Source: an optimization exercise on an open RTL-to-GDS flow (aim: small area). Production flows keep margins and buffers that such runs may drop.
RTL that was checked went through simulation tests only; none was proved equivalent to the original.
The RTL of run 3 was laid out without a check of its function.

==> design/flow/flow/run.sh <==
#!/bin/bash
# Standard ORFS layout (the standard.sh), with the port buffers made from
# the smallest buffer cell and the clock tree built as below.
set -euo pipefail
export BUFFER_PORTS_ARGS="-buffer_cell sky130_fd_sc_hd__buf_1"
export CTS_ARGS="-sink_clustering_enable -repair_clock_nets -dont_use_dummy_load -buf_list {sky130_fd_sc_hd__clkbuf_8}"
bash standard.sh > standard.log 2>&1
==> design/flow/standard.sh <==
#!/bin/bash
# synth_recipe.tcl (not shown) runs the flow's synth.tcl, then flattens the netlist and writes it again
# the make line also repeats each setting of config.mk as NAME=value (left out here)
make -C /OpenROAD-flow-scripts/flow DESIGN_CONFIG=/design/flow/config.mk WORK_HOME=/design/flow/orfs CLKGATE_MAP_FILE= SYNTH_SCRIPT=/design/flow/synth_recipe.tcl "${@:-finish}"
==> design/flow/config.mk <==
export PLATFORM = sky130hd
export DESIGN_NAME = nonuniform_top_v0
export DESIGN_NICKNAME = nonuniform_top_v0
export VERILOG_FILES = /design/flow/design.v
export SDC_FILE = /design/flow/constraint.sdc
export NUM_CORES = 4
export LEC_CHECK = 0
export CAP_MARGIN = 20
export CORE_MARGIN = 2
export CORE_UTILIZATION = 65
export PLACE_DENSITY = 0.8
export SLEW_MARGIN = 20
export SYNTH_HIERARCHICAL = 1
export SYNTH_MINIMUM_KEEP_SIZE = 0
==> design/flow/constraint.sdc <==
create_clock -name core_clock -period 10.0 [get_ports {i_clk}]
set_input_delay 2.0000 -clock core_clock [delete_from_list [all_inputs] [get_ports {i_clk}]]
set_output_delay 2.0000 -clock core_clock [all_outputs]
set_load 0.01 [all_outputs]
==> design/flow/design.v <==
module nuc_mul (input [14:0] k, input [15:0] d, output [30:13] p);
wire pp1;
wire pp2;
wire pp3;
wire pp4;
wire pp5;
wire pp6;
wire pp7;
wire pp8;
wire pp9;
wire pp10;
wire pp11;
wire pp12;
wire pp13;
wire pp14;
wire pp15;
wire pp16;
wire pp17;
wire pp18;
wire pp19;
wire pp20;
wire pp21;
wire pp22;
wire pp23;
wire pp24;
wire pp25;
wire pp26;
wire pp27;
wire pp28;
wire pp29;
wire pp30;
wire pp31;
wire pp32;
wire pp33;
wire pp34;
wire pp35;
wire pp36;
wire pp37;
wire pp38;
wire pp39;
wire pp40;
wire pp41;
wire pp42;
wire pp43;
wire pp44;
wire pp45;
wire pp46;
wire pp47;
wire pp48;
wire pp49;
wire pp50;
wire pp51;
wire pp52;
wire pp53;
wire pp54;
wire pp55;
wire pp56;
wire pp57;
wire pp58;
wire pp59;
wire pp60;
wire pp61;
wire pp62;
wire pp63;
wire pp64;
wire pp65;
wire pp66;
wire pp67;
wire pp68;
wire pp69;
wire pp70;
wire pp71;
wire pp72;
wire pp73;
wire pp74;
wire pp75;
wire pp76;
wire pp77;
wire pp78;
wire pp79;
wire pp80;
wire pp81;
wire pp82;
wire pp83;
wire pp84;
wire pp85;
wire pp86;
wire pp87;
wire pp88;
wire pp89;
wire pp90;
wire pp91;
wire pp92;
wire pp93;
wire pp94;
wire pp95;
wire pp96;
wire pp97;
wire pp98;
wire pp99;
wire pp100;
wire pp101;
wire pp102;
wire pp103;
wire pp104;
wire pp105;
wire pp106;
wire pp107;
wire pp108;
wire pp109;
wire pp110;
wire pp111;
wire pp112;
wire pp113;
wire pp114;
wire pp115;
wire pp116;
wire pp117;
wire pp118;
wire pp119;
wire pp120;
wire pp121;
wire pp122;
wire pp123;
wire pp124;
wire pp125;
wire pp126;
wire pp127;
wire pp128;
wire pp129;
wire pp130;
wire pp131;
wire pp132;
wire pp133;
wire pp134;
wire pp135;
wire pp136;
wire pp137;
wire pp138;
wire pp139;
wire pp140;
wire pp141;
wire pp142;
wire pp143;
wire pp144;
wire pp145;
wire pp146;
wire pp147;
wire pp148;
wire pp149;
wire pp150;
wire pp151;
wire pp152;
wire pp153;
wire pp154;
wire pp155;
wire pp156;
wire pp157;
wire pp158;
wire pp159;
wire pp160;
wire pp161;
wire pp162;
wire pp163;
wire pp164;
wire pp165;
wire pp166;
wire pp167;
wire pp168;
wire pp169;
wire pp170;
wire pp171;
wire pp172;
wire pp173;
wire pp174;
wire pp175;
wire pp176;
wire pp177;
wire pp178;
wire pp179;
wire pp180;
wire pp181;
wire pp182;
wire pp183;
wire pp184;
wire pp185;
wire pp186;
wire pp187;
wire pp188;
wire pp189;
wire pp190;
wire pp191;
wire pp192;
wire pp193;
wire pp194;
wire pp195;
wire pp196;
wire pp197;
wire pp198;
wire pp199;
wire pp200;
wire pp201;
wire pp202;
wire pp203;
wire pp204;
wire pp205;
wire pp206;
wire pp207;
wire pp208;
wire pp209;
wire pp210;
wire pp211;
wire pp212;
wire pp213;
wire pp214;
wire pp215;
wire pp216;
wire pp217;
wire pp218;
wire pp219;
wire pp220;
wire pp221;
wire pp222;
wire pp223;
wire pp224;
wire pp225;
wire pp226;
wire pp227;
wire pp228;
wire pp229;
wire pp230;
wire pp231;
wire pp232;
wire pp233;
wire pp234;
wire pp235;
wire pp236;
wire pp237;
wire pp238;
wire pp239;
wire pp240;
wire s241;
wire c242;
wire s243;
wire c244;
wire s245;
wire c246;
wire s247;
wire c248;
wire s249;
wire c250;
wire s251;
wire c252;
wire s253;
wire c254;
wire s255;
wire c256;
wire s257;
wire c258;
wire s259;
wire c260;
wire s261;
wire c262;
wire s263;
wire c264;
wire s265;
wire c266;
wire s267;
wire c268;
wire s269;
wire c270;
wire s271;
wire c272;
wire s273;
wire c274;
wire s275;
wire c276;
wire s277;
wire c278;
wire s279;
wire c280;
wire s281;
wire c282;
wire s283;
wire c284;
wire s285;
wire c286;
wire s287;
wire c288;
wire s289;
wire c290;
wire s291;
wire c292;
wire s293;
wire c294;
wire s295;
wire c296;
wire s297;
wire c298;
wire s299;
wire c300;
wire s301;
wire c302;
wire s303;
wire c304;
wire s305;
wire c306;
wire s307;
wire c308;
wire s309;
wire c310;
wire s311;
wire c312;
wire s313;
wire c314;
wire s315;
wire c316;
wire s317;
wire c318;
wire s319;
wire c320;
wire s321;
wire c322;
wire s323;
wire c324;
wire s325;
wire c326;
wire s327;
wire c328;
wire s329;
wire c330;
wire s331;
wire c332;
wire s333;
wire c334;
wire s335;
wire c336;
wire s337;
wire c338;
wire s339;
wire c340;
wire s341;
wire c342;
wire s343;
wire c344;
wire s345;
wire c346;
wire s347;
wire c348;
wire s349;
wire c350;
wire s351;
wire c352;
wire s353;
wire c354;
wire s355;
wire c356;
wire s357;
wire c358;
wire s359;
wire c360;
wire s361;
wire c362;
wire s363;
wire c364;
wire s365;
wire c366;
wire s367;
wire c368;
wire s369;
wire c370;
wire s371;
wire c372;
wire s373;
wire c374;
wire s375;
wire c376;
wire s377;
wire c378;
wire s379;
wire c380;
wire s381;
wire c382;
wire s383;
wire c384;
wire s385;
wire c386;
wire s387;
wire c388;
wire s389;
wire c390;
wire s391;
wire c392;
wire s393;
wire c394;
wire s395;
wire c396;
wire s397;
wire c398;
wire s399;
wire c400;
wire s401;
wire c402;
wire s403;
wire c404;
wire s405;
wire c406;
wire s407;
wire c408;
wire s409;
wire c410;
wire s411;
wire c412;
wire s413;
wire c414;
wire s415;
wire c416;
wire s417;
wire c418;
wire s419;
wire c420;
wire s421;
wire c422;
wire s423;
wire c424;
wire s425;
wire c426;
wire s427;
wire c428;
wire s429;
wire c430;
wire s431;
wire c432;
wire s433;
wire c434;
wire s435;
wire c436;
wire s437;
wire c438;
wire s439;
wire c440;
wire s441;
wire c442;
wire s443;
wire c444;
wire s445;
wire c446;
wire s447;
wire c448;
wire s449;
wire c450;
wire s451;
wire c452;
wire s453;
wire c454;
wire s455;
wire c456;
wire s457;
wire c458;
wire s459;
wire c460;
wire s461;
wire c462;
wire s463;
wire c464;
wire s465;
wire c466;
wire s467;
wire c468;
wire s469;
wire c470;
wire s471;
wire c472;
wire s473;
wire c474;
wire s475;
wire c476;
wire s477;
wire c478;
wire s479;
wire c480;
wire s481;
wire c482;
wire s483;
wire c484;
wire s485;
wire c486;
wire s487;
wire c488;
wire s489;
wire c490;
wire s491;
wire c492;
wire s493;
wire c494;
wire s495;
wire c496;
wire s497;
wire c498;
wire s499;
wire c500;
wire s501;
wire c502;
wire s503;
wire c504;
wire s505;
wire c506;
wire s507;
wire c508;
wire s509;
wire c510;
wire s511;
wire c512;
wire s513;
wire c514;
wire s515;
wire c516;
wire s517;
wire c518;
wire s519;
wire c520;
wire s521;
wire c522;
wire s523;
wire c524;
wire s525;
wire c526;
wire s527;
wire c528;
wire s529;
wire c530;
wire s531;
wire c532;
wire s533;
wire c534;
wire s535;
wire c536;
wire s537;
wire c538;
wire s539;
wire c540;
wire s541;
wire c542;
wire s543;
wire c544;
wire s545;
wire c546;
wire s547;
wire c548;
wire s549;
wire c550;
wire s551;
wire c552;
wire s553;
wire c554;
wire s555;
wire c556;
wire s557;
wire c558;
wire s559;
wire c560;
wire s561;
wire c562;
wire s563;
wire c564;
wire s565;
wire c566;
wire s567;
wire c568;
wire s569;
wire c570;
wire s571;
wire c572;
wire s573;
wire c574;
wire s575;
wire c576;
wire s577;
wire c578;
wire s579;
wire c580;
wire s581;
wire c582;
wire s583;
wire c584;
wire s585;
wire c586;
wire s587;
wire c588;
wire s589;
wire c590;
wire s591;
wire c592;
wire s593;
wire c594;
wire s595;
wire c596;
wire s597;
wire c598;
wire s599;
wire c600;
wire s601;
wire c602;
wire s603;
wire c604;
wire s605;
wire c606;
wire s607;
wire c608;
wire s609;
wire c610;
wire s611;
wire c612;
wire s613;
wire c614;
wire s615;
wire c616;
wire s617;
wire c618;
wire s619;
wire c620;
wire s621;
wire c622;
wire s623;
wire c624;
wire s625;
wire c626;
wire s627;
wire c628;
wire s629;
wire c630;
wire s631;
wire c632;
assign pp1 = ~(k[0] & d[0]);
assign pp2 = ~(k[0] & d[1]);
assign pp3 = ~(k[0] & d[2]);
assign pp4 = ~(k[0] & d[3]);
assign pp5 = ~(k[0] & d[4]);
assign pp6 = ~(k[0] & d[5]);
assign pp7 = ~(k[0] & d[6]);
assign pp8 = ~(k[0] & d[7]);
assign pp9 = ~(k[0] & d[8]);
assign pp10 = ~(k[0] & d[9]);
assign pp11 = ~(k[0] & d[10]);
assign pp12 = ~(k[0] & d[11]);
assign pp13 = ~(k[0] & d[12]);
assign pp14 = ~(k[0] & d[13]);
assign pp15 = ~(k[0] & d[14]);
assign pp16 = k[0] & d[15];
assign pp17 = ~(k[1] & d[0]);
assign pp18 = ~(k[1] & d[1]);
assign pp19 = ~(k[1] & d[2]);
assign pp20 = ~(k[1] & d[3]);
assign pp21 = ~(k[1] & d[4]);
assign pp22 = ~(k[1] & d[5]);
assign pp23 = ~(k[1] & d[6]);
assign pp24 = ~(k[1] & d[7]);
assign pp25 = ~(k[1] & d[8]);
assign pp26 = ~(k[1] & d[9]);
assign pp27 = ~(k[1] & d[10]);
assign pp28 = ~(k[1] & d[11]);
assign pp29 = ~(k[1] & d[12]);
assign pp30 = ~(k[1] & d[13]);
assign pp31 = ~(k[1] & d[14]);
assign pp32 = k[1] & d[15];
assign pp33 = ~(k[2] & d[0]);
assign pp34 = ~(k[2] & d[1]);
assign pp35 = ~(k[2] & d[2]);
assign pp36 = ~(k[2] & d[3]);
assign pp37 = ~(k[2] & d[4]);
assign pp38 = ~(k[2] & d[5]);
assign pp39 = ~(k[2] & d[6]);
assign pp40 = ~(k[2] & d[7]);
assign pp41 = ~(k[2] & d[8]);
assign pp42 = ~(k[2] & d[9]);
assign pp43 = ~(k[2] & d[10]);
assign pp44 = ~(k[2] & d[11]);
assign pp45 = ~(k[2] & d[12]);
assign pp46 = ~(k[2] & d[13]);
assign pp47 = ~(k[2] & d[14]);
assign pp48 = k[2] & d[15];
assign pp49 = ~(k[3] & d[0]);
assign pp50 = ~(k[3] & d[1]);
assign pp51 = ~(k[3] & d[2]);
assign pp52 = ~(k[3] & d[3]);
assign pp53 = ~(k[3] & d[4]);
assign pp54 = ~(k[3] & d[5]);
assign pp55 = ~(k[3] & d[6]);
assign pp56 = ~(k[3] & d[7]);
assign pp57 = ~(k[3] & d[8]);
assign pp58 = ~(k[3] & d[9]);
assign pp59 = ~(k[3] & d[10]);
assign pp60 = ~(k[3] & d[11]);
assign pp61 = ~(k[3] & d[12]);
assign pp62 = ~(k[3] & d[13]);
assign pp63 = ~(k[3] & d[14]);
assign pp64 = k[3] & d[15];
assign pp65 = ~(k[4] & d[0]);
assign pp66 = ~(k[4] & d[1]);
assign pp67 = ~(k[4] & d[2]);
assign pp68 = ~(k[4] & d[3]);
assign pp69 = ~(k[4] & d[4]);
assign pp70 = ~(k[4] & d[5]);
assign pp71 = ~(k[4] & d[6]);
assign pp72 = ~(k[4] & d[7]);
assign pp73 = ~(k[4] & d[8]);
assign pp74 = ~(k[4] & d[9]);
assign pp75 = ~(k[4] & d[10]);
assign pp76 = ~(k[4] & d[11]);
assign pp77 = ~(k[4] & d[12]);
assign pp78 = ~(k[4] & d[13]);
assign pp79 = ~(k[4] & d[14]);
assign pp80 = k[4] & d[15];
assign pp81 = ~(k[5] & d[0]);
assign pp82 = ~(k[5] & d[1]);
assign pp83 = ~(k[5] & d[2]);
assign pp84 = ~(k[5] & d[3]);
assign pp85 = ~(k[5] & d[4]);
assign pp86 = ~(k[5] & d[5]);
assign pp87 = ~(k[5] & d[6]);
assign pp88 = ~(k[5] & d[7]);
assign pp89 = ~(k[5] & d[8]);
assign pp90 = ~(k[5] & d[9]);
assign pp91 = ~(k[5] & d[10]);
assign pp92 = ~(k[5] & d[11]);
assign pp93 = ~(k[5] & d[12]);
assign pp94 = ~(k[5] & d[13]);
assign pp95 = ~(k[5] & d[14]);
assign pp96 = k[5] & d[15];
assign pp97 = ~(k[6] & d[0]);
assign pp98 = ~(k[6] & d[1]);
assign pp99 = ~(k[6] & d[2]);
assign pp100 = ~(k[6] & d[3]);
assign pp101 = ~(k[6] & d[4]);
assign pp102 = ~(k[6] & d[5]);
assign pp103 = ~(k[6] & d[6]);
assign pp104 = ~(k[6] & d[7]);
assign pp105 = ~(k[6] & d[8]);
assign pp106 = ~(k[6] & d[9]);
assign pp107 = ~(k[6] & d[10]);
assign pp108 = ~(k[6] & d[11]);
assign pp109 = ~(k[6] & d[12]);
assign pp110 = ~(k[6] & d[13]);
assign pp111 = ~(k[6] & d[14]);
assign pp112 = k[6] & d[15];
assign pp113 = ~(k[7] & d[0]);
assign pp114 = ~(k[7] & d[1]);
assign pp115 = ~(k[7] & d[2]);
assign pp116 = ~(k[7] & d[3]);
assign pp117 = ~(k[7] & d[4]);
assign pp118 = ~(k[7] & d[5]);
assign pp119 = ~(k[7] & d[6]);
assign pp120 = ~(k[7] & d[7]);
assign pp121 = ~(k[7] & d[8]);
assign pp122 = ~(k[7] & d[9]);
assign pp123 = ~(k[7] & d[10]);
assign pp124 = ~(k[7] & d[11]);
assign pp125 = ~(k[7] & d[12]);
assign pp126 = ~(k[7] & d[13]);
assign pp127 = ~(k[7] & d[14]);
assign pp128 = k[7] & d[15];
assign pp129 = ~(k[8] & d[0]);
assign pp130 = ~(k[8] & d[1]);
assign pp131 = ~(k[8] & d[2]);
assign pp132 = ~(k[8] & d[3]);
assign pp133 = ~(k[8] & d[4]);
assign pp134 = ~(k[8] & d[5]);
assign pp135 = ~(k[8] & d[6]);
assign pp136 = ~(k[8] & d[7]);
assign pp137 = ~(k[8] & d[8]);
assign pp138 = ~(k[8] & d[9]);
assign pp139 = ~(k[8] & d[10]);
assign pp140 = ~(k[8] & d[11]);
assign pp141 = ~(k[8] & d[12]);
assign pp142 = ~(k[8] & d[13]);
assign pp143 = ~(k[8] & d[14]);
assign pp144 = k[8] & d[15];
assign pp145 = ~(k[9] & d[0]);
assign pp146 = ~(k[9] & d[1]);
assign pp147 = ~(k[9] & d[2]);
assign pp148 = ~(k[9] & d[3]);
assign pp149 = ~(k[9] & d[4]);
assign pp150 = ~(k[9] & d[5]);
assign pp151 = ~(k[9] & d[6]);
assign pp152 = ~(k[9] & d[7]);
assign pp153 = ~(k[9] & d[8]);
assign pp154 = ~(k[9] & d[9]);
assign pp155 = ~(k[9] & d[10]);
assign pp156 = ~(k[9] & d[11]);
assign pp157 = ~(k[9] & d[12]);
assign pp158 = ~(k[9] & d[13]);
assign pp159 = ~(k[9] & d[14]);
assign pp160 = k[9] & d[15];
assign pp161 = ~(k[10] & d[0]);
assign pp162 = ~(k[10] & d[1]);
assign pp163 = ~(k[10] & d[2]);
assign pp164 = ~(k[10] & d[3]);
assign pp165 = ~(k[10] & d[4]);
assign pp166 = ~(k[10] & d[5]);
assign pp167 = ~(k[10] & d[6]);
assign pp168 = ~(k[10] & d[7]);
assign pp169 = ~(k[10] & d[8]);
assign pp170 = ~(k[10] & d[9]);
assign pp171 = ~(k[10] & d[10]);
assign pp172 = ~(k[10] & d[11]);
assign pp173 = ~(k[10] & d[12]);
assign pp174 = ~(k[10] & d[13]);
assign pp175 = ~(k[10] & d[14]);
assign pp176 = k[10] & d[15];
assign pp177 = ~(k[11] & d[0]);
assign pp178 = ~(k[11] & d[1]);
assign pp179 = ~(k[11] & d[2]);
assign pp180 = ~(k[11] & d[3]);
assign pp181 = ~(k[11] & d[4]);
assign pp182 = ~(k[11] & d[5]);
assign pp183 = ~(k[11] & d[6]);
assign pp184 = ~(k[11] & d[7]);
assign pp185 = ~(k[11] & d[8]);
assign pp186 = ~(k[11] & d[9]);
assign pp187 = ~(k[11] & d[10]);
assign pp188 = ~(k[11] & d[11]);
assign pp189 = ~(k[11] & d[12]);
assign pp190 = ~(k[11] & d[13]);
assign pp191 = ~(k[11] & d[14]);
assign pp192 = k[11] & d[15];
assign pp193 = ~(k[12] & d[0]);
assign pp194 = ~(k[12] & d[1]);
assign pp195 = ~(k[12] & d[2]);
assign pp196 = ~(k[12] & d[3]);
assign pp197 = ~(k[12] & d[4]);
assign pp198 = ~(k[12] & d[5]);
assign pp199 = ~(k[12] & d[6]);
assign pp200 = ~(k[12] & d[7]);
assign pp201 = ~(k[12] & d[8]);
assign pp202 = ~(k[12] & d[9]);
assign pp203 = ~(k[12] & d[10]);
assign pp204 = ~(k[12] & d[11]);
assign pp205 = ~(k[12] & d[12]);
assign pp206 = ~(k[12] & d[13]);
assign pp207 = ~(k[12] & d[14]);
assign pp208 = k[12] & d[15];
assign pp209 = ~(k[13] & d[0]);
assign pp210 = ~(k[13] & d[1]);
assign pp211 = ~(k[13] & d[2]);
assign pp212 = ~(k[13] & d[3]);
assign pp213 = ~(k[13] & d[4]);
assign pp214 = ~(k[13] & d[5]);
assign pp215 = ~(k[13] & d[6]);
assign pp216 = ~(k[13] & d[7]);
assign pp217 = ~(k[13] & d[8]);
assign pp218 = ~(k[13] & d[9]);
assign pp219 = ~(k[13] & d[10]);
assign pp220 = ~(k[13] & d[11]);
assign pp221 = ~(k[13] & d[12]);
assign pp222 = ~(k[13] & d[13]);
assign pp223 = ~(k[13] & d[14]);
assign pp224 = k[13] & d[15];
assign pp225 = ~(k[14] & d[0]);
assign pp226 = ~(k[14] & d[1]);
assign pp227 = ~(k[14] & d[2]);
assign pp228 = ~(k[14] & d[3]);
assign pp229 = ~(k[14] & d[4]);
assign pp230 = ~(k[14] & d[5]);
assign pp231 = ~(k[14] & d[6]);
assign pp232 = ~(k[14] & d[7]);
assign pp233 = ~(k[14] & d[8]);
assign pp234 = ~(k[14] & d[9]);
assign pp235 = ~(k[14] & d[10]);
assign pp236 = ~(k[14] & d[11]);
assign pp237 = ~(k[14] & d[12]);
assign pp238 = ~(k[14] & d[13]);
assign pp239 = ~(k[14] & d[14]);
assign pp240 = k[14] & d[15];
nuc_fa u242 (pp14, pp29, 1'b1, s241, c242);
nuc_fa u244 (pp15, pp30, pp45, s243, c244);
nuc_fa u246 (pp60, pp75, 1'b1, s245, c246);
nuc_fa u248 (pp16, pp31, pp46, s247, c248);
nuc_fa u250 (pp61, pp76, pp91, s249, c250);
nuc_fa u252 (pp106, pp121, 1'b1, s251, c252);
nuc_fa u254 (pp32, pp47, pp62, s253, c254);
nuc_fa u256 (pp77, pp92, pp107, s255, c256);
nuc_fa u258 (pp48, pp63, pp78, s257, c258);
nuc_fa u260 (pp10, pp25, 1'b1, s259, c260);
nuc_fa u262 (pp11, pp26, pp41, s261, c262);
nuc_fa u264 (pp56, pp71, 1'b1, s263, c264);
nuc_fa u266 (pp12, pp27, pp42, s265, c266);
nuc_fa u268 (pp57, pp72, pp87, s267, c268);
nuc_fa u270 (pp102, pp117, 1'b1, s269, c270);
nuc_fa u272 (pp13, pp28, pp43, s271, c272);
nuc_fa u274 (pp58, pp73, pp88, s273, c274);
nuc_fa u276 (pp103, pp118, pp133, s275, c276);
nuc_fa u278 (pp148, pp163, 1'b1, s277, c278);
nuc_fa u280 (s241, pp44, pp59, s279, c280);
nuc_fa u282 (pp74, pp89, pp104, s281, c282);
nuc_fa u284 (pp119, pp134, pp149, s283, c284);
nuc_fa u286 (pp164, pp179, pp194, s285, c286);
nuc_fa u288 (s243, s245, pp90, s287, c288);
nuc_fa u290 (pp105, pp120, pp135, s289, c290);
nuc_fa u292 (pp150, pp165, pp180, s291, c292);
nuc_fa u294 (pp195, pp210, pp225, s293, c294);
nuc_fa u296 (s247, s249, s251, s295, c296);
nuc_fa u298 (pp136, pp151, pp166, s297, c298);
nuc_fa u300 (pp181, pp196, pp211, s299, c300);
nuc_fa u302 (pp226, 1'b0, c244, s301, c302);
nuc_fa u304 (s253, s255, pp122, s303, c304);
nuc_fa u306 (pp137, pp152, pp167, s305, c306);
nuc_fa u308 (pp182, pp197, pp212, s307, c308);
nuc_fa u310 (pp227, c248, c250, s309, c310);
nuc_fa u312 (s257, pp93, pp108, s311, c312);
nuc_fa u314 (pp123, pp138, pp153, s313, c314);
nuc_fa u316 (pp168, pp183, pp198, s315, c316);
nuc_fa u318 (pp213, pp228, c254, s317, c318);
nuc_fa u320 (pp64, pp79, pp94, s319, c320);
nuc_fa u322 (pp109, pp124, pp139, s321, c322);
nuc_fa u324 (pp154, pp169, pp184, s323, c324);
nuc_fa u326 (pp199, pp214, pp229, s325, c326);
nuc_fa u328 (pp80, pp95, pp110, s327, c328);
nuc_fa u330 (pp125, pp140, pp155, s329, c330);
nuc_fa u332 (pp170, pp185, pp200, s331, c332);
nuc_fa u334 (pp96, pp111, pp126, s333, c334);
nuc_fa u336 (pp141, pp156, pp171, s335, c336);
nuc_fa u338 (pp112, pp127, pp142, s337, c338);
nuc_fa u340 (pp7, pp22, 1'b1, s339, c340);
nuc_fa u342 (pp8, pp23, pp38, s341, c342);
nuc_fa u344 (pp53, pp68, 1'b1, s343, c344);
nuc_fa u346 (pp9, pp24, pp39, s345, c346);
nuc_fa u348 (pp54, pp69, pp84, s347, c348);
nuc_fa u350 (pp99, pp114, 1'b1, s349, c350);
nuc_fa u352 (s259, pp40, pp55, s351, c352);
nuc_fa u354 (pp70, pp85, pp100, s353, c354);
nuc_fa u356 (pp115, pp130, pp145, s355, c356);
nuc_fa u358 (s261, s263, pp86, s357, c358);
nuc_fa u360 (pp101, pp116, pp131, s359, c360);
nuc_fa u362 (pp146, pp161, c260, s361, c362);
nuc_fa u364 (s265, s267, s269, s363, c364);
nuc_fa u366 (pp132, pp147, pp162, s365, c366);
nuc_fa u368 (pp177, c262, c264, s367, c368);
nuc_fa u370 (s271, s273, s275, s369, c370);
nuc_fa u372 (s277, pp178, pp193, s371, c372);
nuc_fa u374 (c266, c268, c270, s373, c374);
nuc_fa u376 (s279, s281, s283, s375, c376);
nuc_fa u378 (s285, pp209, c272, s377, c378);
nuc_fa u380 (c274, c276, c278, s379, c380);
nuc_fa u382 (s287, s289, s291, s381, c382);
nuc_fa u384 (s293, c242, c280, s383, c384);
nuc_fa u386 (c282, c284, c286, s385, c386);
nuc_fa u388 (s295, s297, s299, s387, c388);
nuc_fa u390 (s301, c246, c288, s389, c390);
nuc_fa u392 (c290, c292, c294, s391, c392);
nuc_fa u394 (s303, s305, s307, s393, c394);
nuc_fa u396 (s309, c252, c296, s395, c396);
nuc_fa u398 (c298, c300, c302, s397, c398);
nuc_fa u400 (s311, s313, s315, s399, c400);
nuc_fa u402 (s317, c256, c304, s401, c402);
nuc_fa u404 (c306, c308, c310, s403, c404);
nuc_fa u406 (s319, s321, s323, s405, c406);
nuc_fa u408 (s325, c258, c312, s407, c408);
nuc_fa u410 (c314, c316, c318, s409, c410);
nuc_fa u412 (s327, s329, s331, s411, c412);
nuc_fa u414 (pp215, pp230, c320, s413, c414);
nuc_fa u416 (c322, c324, c326, s415, c416);
nuc_fa u418 (s333, s335, pp186, s417, c418);
nuc_fa u420 (pp201, pp216, pp231, s419, c420);
nuc_fa u422 (c328, c330, c332, s421, c422);
nuc_fa u424 (s337, pp157, pp172, s423, c424);
nuc_fa u426 (pp187, pp202, pp217, s425, c426);
nuc_fa u428 (pp232, c334, c336, s427, c428);
nuc_fa u430 (pp128, pp143, pp158, s429, c430);
nuc_fa u432 (pp173, pp188, pp203, s431, c432);
nuc_fa u434 (pp218, pp233, c338, s433, c434);
nuc_fa u436 (pp144, pp159, pp174, s435, c436);
nuc_fa u438 (pp189, pp204, pp219, s437, c438);
nuc_fa u440 (pp160, pp175, pp190, s439, c440);
nuc_fa u442 (pp5, pp20, 1'b1, s441, c442);
nuc_fa u444 (pp6, pp21, pp36, s443, c444);
nuc_fa u446 (pp51, pp66, 1'b1, s445, c446);
nuc_fa u448 (s339, pp37, pp52, s447, c448);
nuc_fa u450 (pp67, pp82, pp97, s449, c450);
nuc_fa u452 (s341, s343, pp83, s451, c452);
nuc_fa u454 (pp98, pp113, c340, s453, c454);
nuc_fa u456 (s345, s347, s349, s455, c456);
nuc_fa u458 (pp129, c342, c344, s457, c458);
nuc_fa u460 (s351, s353, s355, s459, c460);
nuc_fa u462 (c346, c348, c350, s461, c462);
nuc_fa u464 (s357, s359, s361, s463, c464);
nuc_fa u466 (c352, c354, c356, s465, c466);
nuc_fa u468 (s363, s365, s367, s467, c468);
nuc_fa u470 (c358, c360, c362, s469, c470);
nuc_fa u472 (s369, s371, s373, s471, c472);
nuc_fa u474 (c364, c366, c368, s473, c474);
nuc_fa u476 (s375, s377, s379, s475, c476);
nuc_fa u478 (c370, c372, c374, s477, c478);
nuc_fa u480 (s381, s383, s385, s479, c480);
nuc_fa u482 (c376, c378, c380, s481, c482);
nuc_fa u484 (s387, s389, s391, s483, c484);
nuc_fa u486 (c382, c384, c386, s485, c486);
nuc_fa u488 (s393, s395, s397, s487, c488);
nuc_fa u490 (c388, c390, c392, s489, c490);
nuc_fa u492 (s399, s401, s403, s491, c492);
nuc_fa u494 (c394, c396, c398, s493, c494);
nuc_fa u496 (s405, s407, s409, s495, c496);
nuc_fa u498 (c400, c402, c404, s497, c498);
nuc_fa u500 (s411, s413, s415, s499, c500);
nuc_fa u502 (c406, c408, c410, s501, c502);
nuc_fa u504 (s417, s419, s421, s503, c504);
nuc_fa u506 (c412, c414, c416, s505, c506);
nuc_fa u508 (s423, s425, s427, s507, c508);
nuc_fa u510 (c418, c420, c422, s509, c510);
nuc_fa u512 (s429, s431, s433, s511, c512);
nuc_fa u514 (c424, c426, c428, s513, c514);
nuc_fa u516 (s435, s437, pp234, s515, c516);
nuc_fa u518 (c430, c432, c434, s517, c518);
nuc_fa u520 (s439, pp205, pp220, s519, c520);
nuc_fa u522 (pp235, c436, c438, s521, c522);
nuc_fa u524 (pp176, pp191, pp206, s523, c524);
nuc_fa u526 (pp221, pp236, c440, s525, c526);
nuc_fa u528 (pp192, pp207, pp222, s527, c528);
nuc_fa u530 (pp4, pp19, 1'b1, s529, c530);
nuc_fa u532 (s441, pp35, pp50, s531, c532);
nuc_fa u534 (s443, s445, pp81, s533, c534);
nuc_fa u536 (s447, s449, c444, s535, c536);
nuc_fa u538 (s451, s453, c448, s537, c538);
nuc_fa u540 (s455, s457, c452, s539, c540);
nuc_fa u542 (s459, s461, c456, s541, c542);
nuc_fa u544 (s463, s465, c460, s543, c544);
nuc_fa u546 (s467, s469, c464, s545, c546);
nuc_fa u548 (s471, s473, c468, s547, c548);
nuc_fa u550 (s475, s477, c472, s549, c550);
nuc_fa u552 (s479, s481, c476, s551, c552);
nuc_fa u554 (s483, s485, c480, s553, c554);
nuc_fa u556 (s487, s489, c484, s555, c556);
nuc_fa u558 (s491, s493, c488, s557, c558);
nuc_fa u560 (s495, s497, c492, s559, c560);
nuc_fa u562 (s499, s501, c496, s561, c562);
nuc_fa u564 (s503, s505, c500, s563, c564);
nuc_fa u566 (s507, s509, c504, s565, c566);
nuc_fa u568 (s511, s513, c508, s567, c568);
nuc_fa u570 (s515, s517, c512, s569, c570);
nuc_fa u572 (s519, s521, c516, s571, c572);
nuc_fa u574 (s523, s525, c520, s573, c574);
nuc_fa u576 (s527, pp237, c524, s575, c576);
nuc_fa u578 (pp208, pp223, pp238, s577, c578);
nuc_fa u580 (pp3, pp18, 1'b1, s579, c580);
nuc_fa u582 (s529, pp34, pp49, s581, c582);
nuc_fa u584 (s531, pp65, c530, s583, c584);
nuc_fa u586 (s533, c442, c532, s585, c586);
nuc_fa u588 (s535, c446, c534, s587, c588);
nuc_fa u590 (s537, c450, c536, s589, c590);
nuc_fa u592 (s539, c454, c538, s591, c592);
nuc_fa u594 (s541, c458, c540, s593, c594);
nuc_fa u596 (s543, c462, c542, s595, c596);
nuc_fa u598 (s545, c466, c544, s597, c598);
nuc_fa u600 (s547, c470, c546, s599, c600);
nuc_fa u602 (s549, c474, c548, s601, c602);
nuc_fa u604 (s551, c478, c550, s603, c604);
nuc_fa u606 (s553, c482, c552, s605, c606);
nuc_fa u608 (s555, c486, c554, s607, c608);
nuc_fa u610 (s557, c490, c556, s609, c610);
nuc_fa u612 (s559, c494, c558, s611, c612);
nuc_fa u614 (s561, c498, c560, s613, c614);
nuc_fa u616 (s563, c502, c562, s615, c616);
nuc_fa u618 (s565, c506, c564, s617, c618);
nuc_fa u620 (s567, c510, c566, s619, c620);
nuc_fa u622 (s569, c514, c568, s621, c622);
nuc_fa u624 (s571, c518, c570, s623, c624);
nuc_fa u626 (s573, c522, c572, s625, c626);
nuc_fa u628 (s575, c526, c574, s627, c628);
nuc_fa u630 (s577, c528, c576, s629, c630);
nuc_fa u632 (pp224, pp239, c578, s631, c632);
wire [30:0] ra = {1'b0, pp240, s631, s629, s627, s625, s623, s621, s619, s617, s615, s613, s611, s609, s607, s605, s603, s601, s599, s597, s595, s593, s591, s589, s587, s585, s583, s581, s579, pp2, pp1};
wire [30:0] rb = {1'b1, c632, c630, c628, c626, c624, c622, c620, c618, c616, c614, c612, c610, c608, c606, c604, c602, c600, c598, c596, c594, c592, c590, c588, c586, c584, c582, c580, pp33, pp17, 1'b1};
wire [30:0] sum = ~(ra + rb + 1'b1);
assign p = sum[30:13];
endmodule
module nuc_fa (input a, input b, input c, output s, output co);
assign s = a ^ b ^ c;
assign co = (a & b) | (a & c) | (b & c);
endmodule
`timescale 1ns / 1ps
module nonuniform_top_v0 #(
    parameter IMAGE_WIDE_LENGTH = 256    ,
    parameter IMAGE_HIGH_LENGTH = 192    ,
    parameter ADDRS_DW          = 21     ,
    parameter DW                = 16
) (
    input                               i_rst_n                 ,
    input                               i_clk                   ,
    input   [DW-1:0]                    i_data                  ,
    input                               i_hs                    ,
    input                               i_vs                    ,
    input   [3:0]                       i_clac_b_mean_num       ,
    input                               i_clac_b_en             ,
    input   [ADDRS_DW-1:0]              i_b_addrs               ,
    output                              o_clac_b_done           ,
    input   [3:0]                       i_data_sel              ,
    input   [ADDRS_DW-1:0]              i_k_addrs               ,
    input                               i_init_k_load           ,
    output                              o_bp_type               ,
    output  [DW-1:0]                    o_data                  ,
    output  [DW-1:0]                    o_calc_b_mean_data      ,
    output  [DW-1:0]                    o_center_y16_data       ,
    output  [DW-1:0]                    o_sub_aver_y16          ,
    output                              o_hs                    ,
    output                              o_vs                    ,
    output                              o_mem_wr_start          ,
    output   [ADDRS_DW-1:0]             o_mem_wr_addrs          ,
    output   [ADDRS_DW-1:0]             o_mem_wr_lengths        ,
    output   [DW-1:0]                   o_mem_wr_data           ,
    output                              o_mem_wr_data_vld       ,
    output                              o_mem_rd0_start         ,
    output   [ADDRS_DW-1:0]             o_mem_rd0_addrs         ,
    output   [ADDRS_DW-1:0]             o_mem_rd0_lengths       ,
    input    [DW-1:0]                   i_mem_rd0_data          ,
    output                              o_mem_rd0_data_req      ,
    output                              o_mem_rd1_start         ,
    output   [ADDRS_DW-1:0]             o_mem_rd1_addrs         ,
    output   [ADDRS_DW-1:0]             o_mem_rd1_lengths       ,
    input    [DW-1:0]                   i_mem_rd1_data          ,
    output                              o_mem_rd1_data_req
);
localparam IMAGE_LENGTH = IMAGE_WIDE_LENGTH * IMAGE_HIGH_LENGTH;
reg     [12:0]  vsd;
reg     [10:0]  hsd;
always @(posedge i_clk) begin
    vsd <= {vsd[11:0], i_vs};
    hsd <= {hsd[9:0], i_hs};
end
assign o_vs = vsd[10];
assign o_hs = hsd[10];
wire    pix_vld   = i_hs & i_vs;
wire    frame_end = vsd[12] & ~vsd[11];
assign o_mem_rd0_data_req = pix_vld;
assign o_mem_rd1_data_req = pix_vld;
assign o_mem_rd0_addrs    = i_b_addrs;
assign o_mem_wr_addrs     = i_b_addrs;
assign o_mem_rd1_addrs    = i_k_addrs;
assign o_mem_rd0_lengths  = IMAGE_LENGTH;
assign o_mem_rd1_lengths  = IMAGE_LENGTH;
assign o_mem_wr_lengths   = IMAGE_LENGTH;
reg             rd_start;
reg     [1:0]   sel;             
reg             init_k_load;
always @(posedge i_clk) begin
    rd_start <= frame_end;
    if (frame_end) begin
        case (i_data_sel)
        4'b0010: sel <= 2'd1;
        4'b0100: sel <= 2'd2;
        4'b1000: sel <= 2'd3;
        default: sel <= 2'd0;
        endcase
        init_k_load <= i_init_k_load;
    end
end
assign o_mem_rd1_start = rd_start;
reg             calc_en;         
reg     [DW-1:0] data_dly;
always @(posedge i_clk) begin
    data_dly <= i_data;
end
wire    [DW-1:0]    b_word  = calc_en ? 16'd1 : i_mem_rd0_data;
wire    [14:0]      k_word  = init_k_load ? 15'd8192 : i_mem_rd1_data[14:0];
wire    [DW-1:0]    x_sub_b = data_dly - b_word;
wire    [30:13]     prod;        
reg     [DW-1:0]    y16;
nuc_mul mul_inst (.k(k_word), .d(x_sub_b), .p(prod));
always @(*) begin
    if (!prod[30] && (prod[29] | prod[28]))
        y16 = 16'h7FFF;
    else if (prod[30] && !(prod[29] & prod[28]))
        y16 = 16'h8000;
    else
        y16 = prod[28:13];
end
reg     [DW-1:0]    out_word;
always @(*) begin
    case (sel)
    2'd1:    out_word = data_dly;
    2'd2:    out_word = b_word;
    2'd3:    out_word = {1'b0, k_word};
    default: out_word = y16;
    endcase
end
reg     [DW-1:0]    pipe [0:9];
reg     [9:0]       bp_pipe;
integer i;
always @(posedge i_clk) begin
    pipe[0] <= out_word;
    for (i = 1; i < 10; i = i + 1)
        pipe[i] <= pipe[i-1];
    bp_pipe <= {bp_pipe[8:0], i_mem_rd1_data[DW-1]};
end
assign o_data    = pipe[9];
assign o_bp_type = bp_pipe[9];
reg     [7:0]   hcnt;
reg     [7:0]   vcnt;
wire            line_end = i_hs & (hcnt == 8'd255);
always @(posedge i_clk) begin
    if (!i_vs)
        hcnt <= 8'd0;
    else if (i_hs)
        hcnt <= hcnt + 1'b1;
    if (!i_vs)
        vcnt <= 8'd0;
    else if (line_end && (vcnt != IMAGE_HIGH_LENGTH - 1))
        vcnt <= vcnt + 1'b1;
end
wire    center_in = pix_vld && (hcnt == (IMAGE_WIDE_LENGTH >> 1) - 1)
                            && (vcnt == (IMAGE_HIGH_LENGTH >> 1) - 1);
reg     [3:0]       ccnt;        
reg     [DW-1:0]    center_y16;
reg     [DW-1:0]    center_out;
always @(posedge i_clk) begin
    if (center_in)
        ccnt <= 4'd10;
    else if (ccnt != 4'd0)
        ccnt <= ccnt - 1'b1;
    if (ccnt == 4'd10)
        center_y16 <= y16;
    if (ccnt == 4'd1)
        center_out <= center_y16;
end
assign o_center_y16_data = center_out;
reg     [1:0]   calc_en_dly;
reg             calc_sync;
reg             calc_done;
wire            vs_fall = vsd[1] & ~vsd[0];
wire            vs_rise = ~vsd[1] & vsd[0];
always @(posedge i_clk or negedge i_rst_n) begin
    if (!i_rst_n) begin
        calc_en_dly <= 2'b00;
        calc_sync   <= 1'b0;
        calc_en     <= 1'b0;
    end
    else begin
        calc_en_dly <= {calc_en_dly[0], i_clac_b_en};
        if (vs_fall && calc_sync)
            calc_sync <= 1'b0;
        else if ((calc_en_dly == 2'b01) && !calc_sync)
            calc_sync <= 1'b1;
        if (calc_en && calc_done)
            calc_en <= 1'b0;
        else if (vs_fall && calc_sync)
            calc_en <= 1'b1;
    end
end
reg     [7:0]   start_cnt;
reg     [5:0]   fcnt;
reg             wr_start;
reg             mean_en;
reg             calc_en_d;       
reg     [1:0]   round_d;         
always @(posedge i_clk) begin
    if (!calc_en)
        start_cnt <= 8'h0f;
    else if (i_vs)
        start_cnt <= 8'h00;
    else if (start_cnt != 8'hFF)
        start_cnt <= start_cnt + 8'h01;
    wr_start <= (start_cnt == 8'hF0);
    if (!calc_en)
        fcnt <= 6'd0;
    else if (start_cnt == 8'h0A)
        fcnt <= fcnt + 6'd1;
    case (i_clac_b_mean_num)
    4'b0001: calc_done <= (start_cnt == 8'h0A) && (fcnt > 6'd2 );
    4'b0010: calc_done <= (start_cnt == 8'h0A) && (fcnt > 6'd6 );
    4'b1000: calc_done <= (start_cnt == 8'h0A) && (fcnt > 6'd30);
    default: calc_done <= (start_cnt == 8'h0A) && (fcnt > 6'd14);
    endcase
    if (fcnt == 6'd0)
        mean_en <= 1'b0;
    else if (wr_start) begin
        case (i_clac_b_mean_num)
        4'b0001: if (fcnt == 6'd3 ) mean_en <= 1'b1;
        4'b0010: if (fcnt == 6'd7 ) mean_en <= 1'b1;
        4'b1000: if (fcnt == 6'd3 ) mean_en <= 1'b1;
        default: if (fcnt == 6'd15) mean_en <= 1'b1;
        endcase
    end
    calc_en_d <= calc_en;
    case (i_clac_b_mean_num)
    4'b0001: round_d <= 2'd0;
    4'b0010: round_d <= 2'd1;
    4'b1000: round_d <= 2'd3;
    default: round_d <= 2'd2;
    endcase
end
assign o_clac_b_done   = calc_done;
assign o_mem_wr_start  = wr_start;
assign o_mem_rd0_start = calc_en ? wr_start : rd_start;
wire    [16:0]  add_full = {1'b0, data_dly} + ({15'd0, 2'b10} << round_d);
wire    [14:0]  add_q    = calc_en_d ? add_full[16:2] : 15'd0;
wire    [DW-1:0] rd_word = calc_en ? i_mem_rd0_data : 16'd1;
reg     [DW-1:0] add_sh;
always @(*) begin
    case (i_clac_b_mean_num)
    4'b0001: add_sh = {1'b0, add_q};
    4'b0010: add_sh = {2'b0, add_q[14:1]};
    4'b1000: add_sh = {4'b0, add_q[14:3]};
    default: add_sh = {3'b0, add_q[14:2]};
    endcase
end
reg     [DW-1:0]    wr_data;
always @(posedge i_clk) begin
    wr_data <= add_sh + ((fcnt == 6'd0) ? 16'd0 : rd_word);
end
assign o_mem_wr_data     = wr_data;
assign o_mem_wr_data_vld = hsd[1] & vsd[1];
reg     [31:0]  data_sum;
wire    [31:0]  data_sum_nx;
wire    [32:0]  sum_c;
wire            sum_en = mean_en & o_mem_wr_data_vld;
assign sum_c[0] = 1'b0;
genvar gi;
generate
    for (gi = 0; gi < 32; gi = gi + 1) begin : g_sum
        if (gi < DW) begin : g_fa
            nuc_fa u_fa (.a(data_sum[gi]), .b(wr_data[gi] & sum_en), .c(sum_c[gi]), .s(data_sum_nx[gi]), .co(sum_c[gi+1]));
        end
        else begin : g_ha
            nuc_ha u_ha (.a(data_sum[gi]), .b(sum_c[gi]), .s(data_sum_nx[gi]), .co(sum_c[gi+1]));
        end
    end
endgenerate
always @(posedge i_clk) begin
    if (vs_rise && calc_en)
        data_sum <= 32'd0;
    else
        data_sum <= data_sum_nx;     
end
localparam D_IDLE = 2'd0, D_S1 = 2'd1, D_S2 = 2'd2, D_S3 = 2'd3;
reg     [1:0]   dstate;
reg     [4:0]   dcnt;
reg     [1:0]   drem;
reg     [16:0]  dsh;
reg             dvld;
reg     [DW-1:0] mean;
wire    [2:0]   dtrial = {drem, dsh[16]};
wire            dq     = (dtrial >= 3'd3);
wire            dstart = (dstate == D_IDLE) && calc_done;
always @(posedge i_clk) begin
    if (!i_rst_n)
        dstate <= D_IDLE;
    else begin
        case (dstate)
        D_IDLE: if (calc_done) dstate <= D_S1;
        D_S1:   dstate <= D_S2;
        D_S2:   dstate <= (dcnt == 5'd0) ? D_S3 : D_S1;
        default: dstate <= D_IDLE;
        endcase
    end
end
always @(posedge i_clk) begin
    if (dstart)
        dcnt <= 5'd31;
    else if (dstate == D_S2)
        dcnt <= dcnt - 1'b1;
    if (dstart) begin
        drem <= {1'b0, data_sum[31]};
        dsh  <= data_sum[30:14];
    end
    else if ((dstate == D_S2) && (dcnt[4] | (dcnt[3:0] == 4'hF))) begin
        drem <= dq ? (dtrial - 3'd3) : dtrial[1:0];
        dsh  <= {dsh[15:0], dq};
    end
    dvld <= (dstate == D_S3);
    if (dvld)
        mean <= dsh[15:0];
end
assign o_calc_b_mean_data = mean;
wire    [DW:0]  sub_c;
assign sub_c[0] = 1'b1;
generate
    for (gi = 0; gi < DW; gi = gi + 1) begin : g_sub
        nuc_fa u_fa (.a(center_out[gi]), .b(~mean[gi]), .c(sub_c[gi]), .s(o_sub_aver_y16[gi]), .co(sub_c[gi+1]));
    end
endgenerate
endmodule
module nuc_ha (input a, input b, output s, output co);
assign s  = a ^ b;
assign co = a & b;
endmodule
==> results of run 1 <==
through the flow:
step | util (%) | cells | instance area, um2
2_1_floorplan | - | 2149 | 22100
3_3_place_gp | 68.4 | 2651 | 22800
3_5_place_dp | 68.4 | 2651 | 22800
4_1_cts | 70.7 | 2706 | 23500
5_1_grt | 70.9 | 2707 | 23600
6_report | 70.9 | 2707 | 23600
synthesized netlist by cell type (all sizes together) (5+ instances only):
library cell and n:
and2 94, a211oi 13, o21ai 49, a21o 18
fa 231, or3 7, o211ai 8, o22ai 11
dfxtp 308, inv 53, buf 137, edfxtp 69
nand2 346, nor2 122, and3 18, mux2i 17
o21bai 10, a31oi 13, nor3 42, a21boi 6
a21oi 62, or4 5, nand2b 17, a311oi 11
o21a 12, o31a 11, ha 93, nand3 25
nor4 7, clkbuf 68, nor2b 27, xnor2 42
xor2 28, nand4 23, o31ai 8
what timing repair did:
action / in CTS / in global routing
endpoints found under the hold margin: 0 / 0
buffers inserted: 0 / 1
resized for setup: 6 / 15
setup endpoints to repair: 2 / 16
modules after synthesis, one instance, submodules excluded:
module | times used | area (um2) | cells | flops+latches
nuc_mul | 1 | 2420 | 466 | 0
nonuniform_top_v0 | 1 | 14600 | 1363 | 381
nuc_fa | 228 | 20.0 | 1 | 0
nuc_ha | 16 | 12.5 | 1 | 0
worst register-to-register path: cells and delay by family, from the launching register on:
family / cells / cell delay [ns]
adder cells (fa/ha/maj): 32 / 8.80
flip-flops: 1 / 0.31
AND/OR/NAND/NOR: 3 / 0.50
kinds of logic after synthesis:
family,after synthesis
DFF,381
muxes,22
AOI/OAI and AO/OA,261
buffers and inverters,258
xor gates and xnor gates,70
and+or+nand+nor,753
other,4
adders and majority gates,324
flip-flops by register name, summed over array words and instances, names as in the netlist, 4 cells and up:
signal	count
ccnt	4
pipe	160
vsd	13
center_out	16
bp_pipe	10
center_y16	16
hcnt	8
hsd	11
dcnt	5
mean	16
dsh	17
start_cnt	8
wr_data	16
fcnt	6
vcnt	8
data_sum	32
data_dly	16
worst paths after layout:
path | slack, ns | endpoint | cells after the start | startpoint
setup reg to reg | 0.33 | data_sum[31] | 35 | vsd[1]
hold / removal | 0.30 | pipe[1][8] | 0 | pipe[0][8]
hold reg to reg | 0.30 | pipe[1][8] | 0 | pipe[0][8]
max in group asynchronous | 8.33 | calc_en_dly[1] | 1 | i_rst_n
min in group asynchronous | 1.37 | calc_sync | 1 | i_rst_n
setup / recovery | 0.24 | o_sub_aver_y16[15] | 18 | mean[0]
metal layers:
metal | part of all wire (%) | GRT usage (%) | vias up
li1 | - | - | 7059
met1 | 38 | 37.8 | 7549
met2 | 47 | 48.9 | 903
met3 | 10 | 7.69 | 172
met4 | 3.7 | 10.3 | 0
met5 | 0 | 0.824 | -
final cells by class:
class                   instances  area [um2]
multi-input cells            1510       12400
well taps                     448         561
repair buffers                260        1390
flip-flops and latches        381        8340
clock buffers                  55         757
fillers                      2433        9690
inverters                      53         199
==> key figures, run 1 <==
Run status
  • Status: timing/DRC/antenna clean

Logic synthesis
  • Post-synth ARST share: 1.05%
  • Yosys reg bits: 381
  • Share of synthesized area spent on multiplexers: 1.25%
  • Synth Area in Simple Gates: 16.3%
  • Area leader, netlist: dfxtp_1
  • Yosys synthesis warning count: 8
  • Yosys cell types: 76
  • Syn Std Cell Area: 0.0218 mm2
  • Main combinational cell family by area after synthesis: adder cells
  • Top_reg_cell synth: dfxtp_1
  • Synth Area in Compound Gates: 8.04%
  • Number of synthesized flops with an enable pin: 69
  • Post-Synth XOR/XNOR Area: 2.82%
  • Avg Cell Area, Syn: 10.5 um2
  • Top cells by area, synth: dfxtp_1 28%, fa_1 21%, edfxtp_1 9.5%
  • Top-area cell type share of the netlist area: 28.3%
  • Synthesized instance count: 2,073
  • Sequential element share of the synthesized area: 38.3%
  • Adder-Cell Fraction of Synth Area: 26.6%

Global routing
  • Initial antenna violation count: 0
  • GRT Total Usage: 29.5%
  • Vias in the first global route: 15,673
  • Total grt overflow: 0
  • Global-route wire length before repair: 81.7 mm
  • Largest net degree at the start of global routing: 40

Place
  • Post-Place Setup Slack: -0.246 ns
  • Routability cong.: 0.949
  • Dpl hpwl: 39.5 mm
  • PortBufs: 151

STA
  • Hold WS: 0.301 ns
  • Setup Skew: 0.0789 ns
  • PnR worst setup slack: 0.238 ns
  • Final Hold Fails: 0
  • RSZ-0062 raised after global routing: false
  • Period utilisation layout: 97.6%
  • Final Max Slew Viols: 0
  • Total negative slack: 0 ns
  • Slew Limit Headroom: 31.6%
  • Worst slew pin tran: 1.02 ns
  • Final min period: 9.76 ns
  • Max Freq: 0.102 GHz
  • Endpoints failing setup: 0

Detailed routing
  • Routed length per placed instance: 18.9 um
  • Mean number of vias per cell: 5.79
  • Remaining antenna violation count: 0
  • Routed Wire Length: 51.1 mm
  • First-pass iteration count of the detailed router: 6
  • Initial DRC count: 1,245
  • Vias: 15,683
  • DRC viols: 0

Worst setup path
  • CP max stage delay: 0.50 ns
  • CP startpoint kind: flop
  • Crit. End Element: primary output
  • Top delay family on crit path: adder cells
  • Worst-path cell chain: inv_1, fa_1, fa_1, fa_2, fa_1, fa_1, fa_1, fa_1, fa_1, fa_1, fa_1, fa_2, fa_1, fa_1, fa_1, fa_1, fa_1, buf_1
  • Critical path class: flop to primary output
  • Buf+Inv Stages, Crit Path: 2
  • Crit path required time: 8.00 ns
  • CP dominant cell by count: fa_1
  • Worst path slowest cell: fa_1
  • Data arrival, critical path: 7.76 ns
  • Largest fanout on the critical path: 2

CTS
  • Clock Latency Late Sink: 0.59 ns
  • Clock root buffer: clkbuf_8
  • CTS Hold Bufs: 0
  • H-tree depth: 2
  • CTS tree: yes
  • CTS max path bufs: 3
  • Reg clk slew, reported paths: 0.06 ns
  • CTS sink cnt: 381
  • Num CTS Buffers: 55

Floorplanning
  • Die area: 0.0350 mm2
  • Die Ht: 187 um
  • Io pins: 320
  • Core box area: 0.0333 mm2
  • Initial core utilization: 65.4%
  • Die Wd: 187 um
  • Site row count: 67

Job
  • Max-cap violations: 0

Layout
  • Share of layout cells above drive strength 1: 9.43%
  • Commonest non-fill, non-tap cell in the layout: nand2_1
  • Antenna Cells: 0
  • Layout Nets: 2,689
  • Layout Area Growth over Synthesis: 8.34%
  • Commonest non-fill, non-tap cells in the layout: 346 x nand2_1, 308 x dfxtp_1, 216 x fa_1

Worst hold path
  • HP Class: flop to flop
==> run 2, diff against run 1 <==
==> design/flow/flow/run.sh (replaced) <==
#!/bin/bash
# Standard ORFS layout (the standard.sh), with the port buffers made from
# the smallest buffer cell and the clock tree built as below.
set -euo pipefail
export BUFFER_PORTS_ARGS="-buffer_cell sky130_fd_sc_hd__buf_1"
export CTS_ARGS="-sink_clustering_enable -repair_clock_nets -dont_use_dummy_load -buf_list {sky130_fd_sc_hd__clkbuf_8} -sink_clustering_size 16 -sink_clustering_max_diameter 50"
bash standard.sh > standard.log 2>&1
==> key figures, run 2 <==
Logic synthesis
  • Synthesized instance count: 2,073
  • Post-synth ARST share: 1.05%
  • Top cells by area, synth: dfxtp_1 28%, fa_1 21%, edfxtp_1 9.5%
  • Area leader, netlist: dfxtp_1
  • Yosys cell types: 76
  • Top_reg_cell synth: dfxtp_1
  • Avg Cell Area, Syn: 10.5 um2
  • Sequential element share of the synthesized area: 38.3%
  • Most frequent cell after synthesis: nand2_1
  • Top-area cell type share of the netlist area: 28.3%
  • Yosys reg bits: 381
  • Syn Std Cell Area: 0.0218 mm2
  • Yosys synthesis warning count: 8
  • Number of synthesized flops with an enable pin: 69
  • Top cells by count, synth: 346 x nand2_1, 308 x dfxtp_1, 231 x fa_1

Place
  • Dpl hpwl: 39.5 mm
  • Placed Cells: 2,651
  • Routability cong.: 0.949
  • PortBufs: 151
  • DP Area: 0.0228 mm2

Global routing
  • GRT Total Usage: 29.4%
  • Global-route wire length before repair: 81.4 mm
  • Initial antenna violation count: 0
  • Vias in the first global route: 15,628
  • Largest net degree at the start of global routing: 40
  • Total grt overflow: 0

Worst setup path
  • Critical path class: flop to primary output
  • CP startpoint kind: flop
  • Critical Path Source: mean[0]
  • Crit. End Element: primary output
  • Data arrival, critical path: 7.78 ns
  • R2R setup slack: 0.34 ns
  • Worst Reg2Reg Path Length in Cells: 35
  • Worst r2r dst: data_sum[31]
  • Crit path required time: 8.00 ns
  • Largest fanout on the critical path: 2
  • Reg-to-Reg Start: vsd[1]

Floorplanning
  • Die area: 0.0350 mm2
  • Core box area: 0.0333 mm2
  • Io pins: 320
  • Die Ht: 187 um
  • Site row count: 67
  • Die Wd: 187 um
  • Initial core utilization: 65.4%

STA
  • Worst slew pin tran: 1.03 ns
  • Final min period: 9.78 ns
  • Slew Limit Headroom: 31.3%
  • RSZ-0062 raised after global routing: false
  • Hold WS: 0.290 ns
  • Setup Skew: 0.0802 ns
  • Endpoints failing setup: 0
  • Total negative slack: 0 ns
  • Final Hold Fails: 0
  • Final Max Slew Viols: 0
  • Max Freq: 0.102 GHz
  • Period utilisation layout: 97.8%

Detailed routing
  • Routed length per placed instance: 19.0 um
  • First-pass iteration count of the detailed router: 5
  • Remaining antenna violation count: 0
  • Mean number of vias per cell: 5.78
  • Routed Wire Length: 51.1 mm
  • DRC viols: 0
  • Vias: 15,538
  • Initial DRC count: 1,210

CTS
  • CTS tree: yes
  • Num CTS Buffers: 35
  • Reg clk slew, reported paths: 0.09 ns
  • CTS sink cnt: 381
  • H-tree depth: 2
  • Clock Latency Late Sink: 0.55 ns
  • CTS max path bufs: 3
  • Clock root buffer: clkbuf_8

Worst hold path
  • Hold Path End: pipe[1][15]
  • HP Class: flop to flop
  • Hold_sp: pipe[0][15]
  • Hold Crit Depth: 0

Layout
  • Reg with most FFs: pipe
  • Share of layout cells above drive strength 1: 8.74%
  • Largest regs: pipe (160), data_sum (32), dsh (17)
  • Cell Count, Final, Fillers Out: 2,690
  • Layout Nets: 2,672
  • Post-route cell area: 0.0233 mm2
  • Max reg flops: 160
  • Commonest non-fill, non-tap cell in the layout: nand2_1
  • Commonest non-fill, non-tap cells in the layout: 346 x nand2_1, 308 x dfxtp_1, 216 x fa_1
  • Antenna Cells: 0
  • Layout Area Growth over Synthesis: 7.18%

Run status
  • Status: timing/DRC/antenna clean

Job
  • Max-cap violations: 0
[run 2: cell counts after synthesis]
No cell type changed its count.
[run 2: cell type report]
type                       instances  area [um2]
clock buffer                      35         482
tap                              448         561
multi-input combinational       1510       12300
timing repair buffer             263        1410
fill                            2496        9940
sequential                       381        8340
inverter                          53         199
[run 2: worst max-delay path by stage]
stage	endpoint	slack [ns]	cells after the start
floorplan	center_y16[10]	0.01	31
global placement	data_sum[31]	-0.14	35
detailed placement	data_sum[31]	-0.25	35
CTS	data_sum[31]	0.03	35
global route	pipe[0][10]	0.01	34
finish	o_sub_aver_y16[15]	0.22	18
[run 2: logic make-up (layout without fill, tap and decap cells)]
family / count (synthesis) / in the layout / share of synthesized area, %
AOI/OAI and AO/OA: 261 / 261 / 8.04
xor gates and xnor gates: 70 / 70 / 2.82
adders and majority gates: 324 / 324 / 26.6
buffers and inverters: 258 / 351 / 6.69
DFF: 381 / 381 / 38.3
muxes: 22 / 22 / 1.25
other: 4 / 80 / 0.0689
and+or+nand+nor: 753 / 753 / 16.3
[run 2: worst max-delay path, stage by stage (launching register included)]
cell and delay, ns:
edfxtp_1 0.46, inv_1 0.09, fa_1 0.44, fa_1 0.41
fa_1 0.42, fa_1 0.41, fa_1 0.39, fa_1 0.39
fa_1 0.39, fa_1 0.40, fa_1 0.40, fa_1 0.41
fa_2 0.39, fa_1 0.39, fa_1 0.40, fa_1 0.40
fa_1 0.40, fa_1 0.50, buf_1 0.15
[run 2: per-module statistics from Yosys (local to each module, per instance)]
module             times used  flip-flops and latches
nuc_fa                    228                       0
nonuniform_top_v0           1                     381
nuc_ha                     16                       0
nuc_mul                     1                       0
[run 2: timing repair]
| item | in CTS | in global routing |
|---|---|---|
| hold buffers | 0 | 0 |
| buffers inserted | 0 | 4 |
| gates resized for setup | 7 | 16 |
| setup endpoints to repair | 2 | 17 |
| pin swaps | 0 | 2 |
[run 2: metrics by stage]
stage                     worst slack, ns  util (%)
final                               0.221      70.1
after global routing               0.0134      70.1
after floorplan                    0.0111         -
after global placement             -0.139      68.4
after CTS                          0.0290      69.9
after detailed placement           -0.246      68.4
[run 2: metal layers]
metal	up-vias	wire length (um)	track usage, %
met5	-	0	0.824
met4	0	1990	10.3
met3	164	5420	7.77
met2	881	24100	48.5
met1	7465	19600	37.6
li1	7028	-	-
==> run 3, diff against run 2 <==
--- a/design/flow/design.v
+++ b/design/flow/design.v
@@ -1164,27 +1164,21 @@
 wire    [30:13]     prod;        
-reg     [DW-1:0]    y16;
 nuc_mul mul_inst (.k(k_word), .d(x_sub_b), .p(prod));
-always @(*) begin
-    if (!prod[30] && (prod[29] | prod[28]))
-        y16 = 16'h7FFF;
-    else if (prod[30] && !(prod[29] & prod[28]))
-        y16 = 16'h8000;
-    else
-        y16 = prod[28:13];
-end
-reg     [DW-1:0]    out_word;
+reg     [DW-1:0]    raw_word;
 always @(*) begin
     case (sel)
-    2'd1:    out_word = data_dly;
-    2'd2:    out_word = b_word;
-    2'd3:    out_word = {1'b0, k_word};
-    default: out_word = y16;
+    2'd1:    raw_word = data_dly;
+    2'd2:    raw_word = b_word;
+    default: raw_word = {1'b0, k_word};
     endcase
 end
-reg     [DW-1:0]    pipe [0:9];
+reg     [17:0]      pipe0;
+wire    [DW-1:0]    pipe0_sat;
+reg     [DW-1:0]    pipe [1:9];
 reg     [9:0]       bp_pipe;
 integer i;
+nuc_sat sat_pipe (.p(pipe0), .y(pipe0_sat));
 always @(posedge i_clk) begin
-    pipe[0] <= out_word;
-    for (i = 1; i < 10; i = i + 1)
+    pipe0 <= (sel == 2'd0) ? prod : {{2{raw_word[DW-1]}}, raw_word};
+    pipe[1] <= pipe0_sat;
+    for (i = 2; i < 10; i = i + 1)
         pipe[i] <= pipe[i-1];
@@ -1210,4 +1204,6 @@
 reg     [3:0]       ccnt;        
-reg     [DW-1:0]    center_y16;
+reg     [17:0]      center_prod;
+wire    [DW-1:0]    center_sat;
 reg     [DW-1:0]    center_out;
+nuc_sat sat_center (.p(center_prod), .y(center_sat));
 always @(posedge i_clk) begin
@@ -1218,5 +1214,5 @@
     if (ccnt == 4'd10)
-        center_y16 <= y16;
+        center_prod <= prod;
     if (ccnt == 4'd1)
-        center_out <= center_y16;
+        center_out <= center_sat;
 end
@@ -1383 +1379,5 @@
 endmodule
+module nuc_sat (input [17:0] p, output [15:0] y);
+assign y = (!p[17] && (p[16] | p[15])) ? 16'h7FFF :
+           ( p[17] && !(p[16] & p[15])) ? 16'h8000 : p[15:0];
+endmodule
==> key figures, run 3 <==
Run status
  • Status: timing/DRC/antenna clean

STA
  • Endpoints failing setup: 0
  • Total negative slack: 0 ns
  • Max Freq: 0.103 GHz
  • Final Hold Fails: 0
  • RSZ-0062 raised after global routing: false
  • Final Max Slew Viols: 0
  • Final min period: 9.74 ns
  • Period utilisation layout: 97.4%
  • Setup Skew: 0.0657 ns
  • Worst slew pin tran: 1.24 ns
  • Slew Limit Headroom: 17.0%

Logic synthesis
  • Syn Std Cell Area: 0.0226 mm2
  • Area leader, netlist: dfxtp_1
  • Sequential element share of the synthesized area: 37.4%
  • Yosys reg bits: 385
  • Synthesized instance count: 2,168
  • Top cells by count, synth: 373 x nand2_1, 310 x dfxtp_1, 231 x fa_1
  • Yosys synthesis warning count: 8
  • Yosys cell types: 88
  • Top cells by area, synth: dfxtp_1 28%, fa_1 20%, edfxtp_1 9.5%
  • Post-synth ARST share: 1.04%
  • Top-area cell type share of the netlist area: 27.5%
  • Avg Cell Area, Syn: 10.4 um2
  • Top_reg_cell synth: dfxtp_1
  • Most frequent cell after synthesis: nand2_1
  • Number of synthesized flops with an enable pin: 71

CTS
  • Num CTS Buffers: 31
  • Reg clk slew, reported paths: 0.10 ns
  • H-tree depth: 1
  • CTS max path bufs: 3
  • Clock root buffer: clkbuf_8
  • Clock Latency Late Sink: 0.62 ns
  • Setup bufs post-CTS: 0
  • CTS tree: yes
  • CTS sink cnt: 385
  • CTS Hold Bufs: 0

Worst setup path
  • Largest fanout on the critical path: 3
  • CP dominant cell by count: ha_1
  • CP startpoint kind: flop
  • CP max stage delay: 0.40 ns
  • Buf+Inv Stages, Crit Path: 0
  • Top delay family on crit path: adder cells
  • Critical path class: flop to flop
  • Data arrival, critical path: 10.23 ns
  • Worst path slowest cell: fa_1
  • Crit. End Element: flop
  • Crit path required time: 10.49 ns

Global routing
  • Largest net degree at the start of global routing: 35
  • Global-route wire length before repair: 82.5 mm
  • Vias in the first global route: 15,705
  • Total grt overflow: 0
  • GRT Total Usage: 29.1%
  • Initial antenna violation count: 1

Floorplanning
  • Io pins: 320
  • Die Wd: 190 um
  • Initial core utilization: 65.6%
  • Core box area: 0.0344 mm2
  • Die area: 0.0362 mm2
  • Die Ht: 190 um
  • Site row count: 68

Detailed routing
  • Routed length per placed instance: 19.3 um
  • Routed Wire Length: 52.0 mm
  • Initial DRC count: 1,443
  • Mean number of vias per cell: 5.88
  • Vias: 15,829
  • Remaining antenna violation count: 0
  • DRC viols: 0
  • First-pass iteration count of the detailed router: 6

Layout
  • Commonest non-fill, non-tap cell in the layout: nand2_1
  • Commonest non-fill, non-tap cells in the layout: 373 x nand2_1, 310 x dfxtp_1, 215 x fa_1
  • Antenna Cells: 0
  • Largest regs: pipe (144), data_sum (32)
  • Reg with most FFs: pipe
  • Share of layout cells above drive strength 1: 5.18%
  • Util after Layout: 68.0%
  • Layout Nets: 2,671
  • Max reg flops: 144
  • Layout Area Growth over Synthesis: 3.64%
  • Cell Count, Final, Fillers Out: 2,693

Worst hold path
  • HP Class: flop to flop

Place
  • Dpl hpwl: 39.6 mm
  • Routability cong.: 0.948
  • Placed Cells: 2,662
  • PortBufs: 151

Job
  • Max-cap violations: 0
## run 3: cell count changes in the layout (fill, tap and decap cells not counted), sizes merged, moves of 16 or more
cell    previous run  this run
a22oi              1        17
buf              263       182
nor2             122        97
o21ai             49        71
o22ai             11        37
a21boi             6        35
nand2            346       373
## run 3: per-stage QoR
| stage | hold slack [ns] | worst slack [ns] | area, um2 |
|---|---|---|---|
| after CTS | 0.330 | 0.00571 | 23400 |
| after global placement | 0.310 | -0.103 | 22900 |
| after global routing | 0.331 | 0.0196 | 23400 |
| after floorplan | 0.310 | 0.154 | 22800 |
| final | 0.328 | 0.263 | 23400 |
| after detailed placement | 0.312 | -0.214 | 22900 |
## run 3: final timing paths
check	depth (start not counted)	slack, ns	startpoint	endpoint
min in group asynchronous	1	1.25	i_rst_n	calc_en_dly[0]
worst max-delay path	35	0.26	hsd[1]	data_sum[31]
worst min-delay path	0	0.33	bp_pipe[7]	bp_pipe[8]
max in group asynchronous	1	8.47	i_rst_n	calc_sync
worst max register to register	35	0.26	hsd[1]	data_sum[31]
worst min register to register	0	0.33	bp_pipe[7]	bp_pipe[8]
## run 3: cells by family after synthesis
logic type      count (synthesis)  share of synthesized area (%)
buf+inv                       265                           6.76
compound gates                343                           10.5
flops                         385                           37.4
fa+ha+maj                     328                           25.9
mux                             7                          0.316
xor+xnor                       78                           3.09
simple gates                  758                           16.0
other cells                     4                         0.0665
## run 3: Yosys stat by module (local to each module, per instance)
module / cells / flip-flops and latches / area [um2] / copies in the design
nuc_fa: 1 / 0 / 20.0 / 228
nuc_mul: 487 / 0 / 2590 / 1
nuc_ha: 1 / 0 / 12.5 / 16
nuc_sat: 54 / 0 / 320 / 2
nonuniform_top_v0: 1329 / 385 / 14600 / 1
## run 3: final cells by class
cell class / count / area (um2)
multi-input combinational: 1594 / 13000
fill: 2630 / 11000
sequential: 385 / 8440
timing repair buffer: 182 / 800
tap: 455 / 569
clock buffer: 31 / 427
inverter: 46 / 173
## run 3: metal layers
layer,part of all wire [%],GRT usage (%),vias to the layer above
met5,0,0,-
met4,3.6,9.90,0
met3,11,7.89,173
met2,47,47.0,855
met1,39,38.1,7602
li1,-,-,7199
## run 3: what timing repair did
action	in CTS	in global routing
endpoints found under the setup margin	3	3
pin swaps	0	0
gates resized for setup	7	9
gates cloned	0	0

==> what the ideal ports hide <==
In the flow no input, the clock included, has a driving cell. The finished layouts below were timed again as built, in two steps.
Step 1: set_driving_cell puts a clkbuf_16 on i_clk and a buf_2 on each other input, an assumption about the parent block.
Step 2 also shifts input and output timing later by t, the mid clock arrival at the registers, as if the neighbouring blocks saw the same clock.
Three values: ideal, step 1, step 2; two values: the first two.
run	t (ns)	setup WS [ns]	worst slew at a driven data input, ns	cell pins on the clock port's net
run 1	0.603	0.238 / 0.190 / -0.094	0.20	1
run 2	0.553	0.221 / 0.176 / -0.159	0.19	1
run 3	0.631	0.263 / 0.240 / 0.086	0.22	1
Met with ideal ports but missed after step 2: setup timing in run 1 and run 2. The setup slack of run 2, which loses most, moves by -0.045 ns with the drivers and by -0.380 ns with both steps.
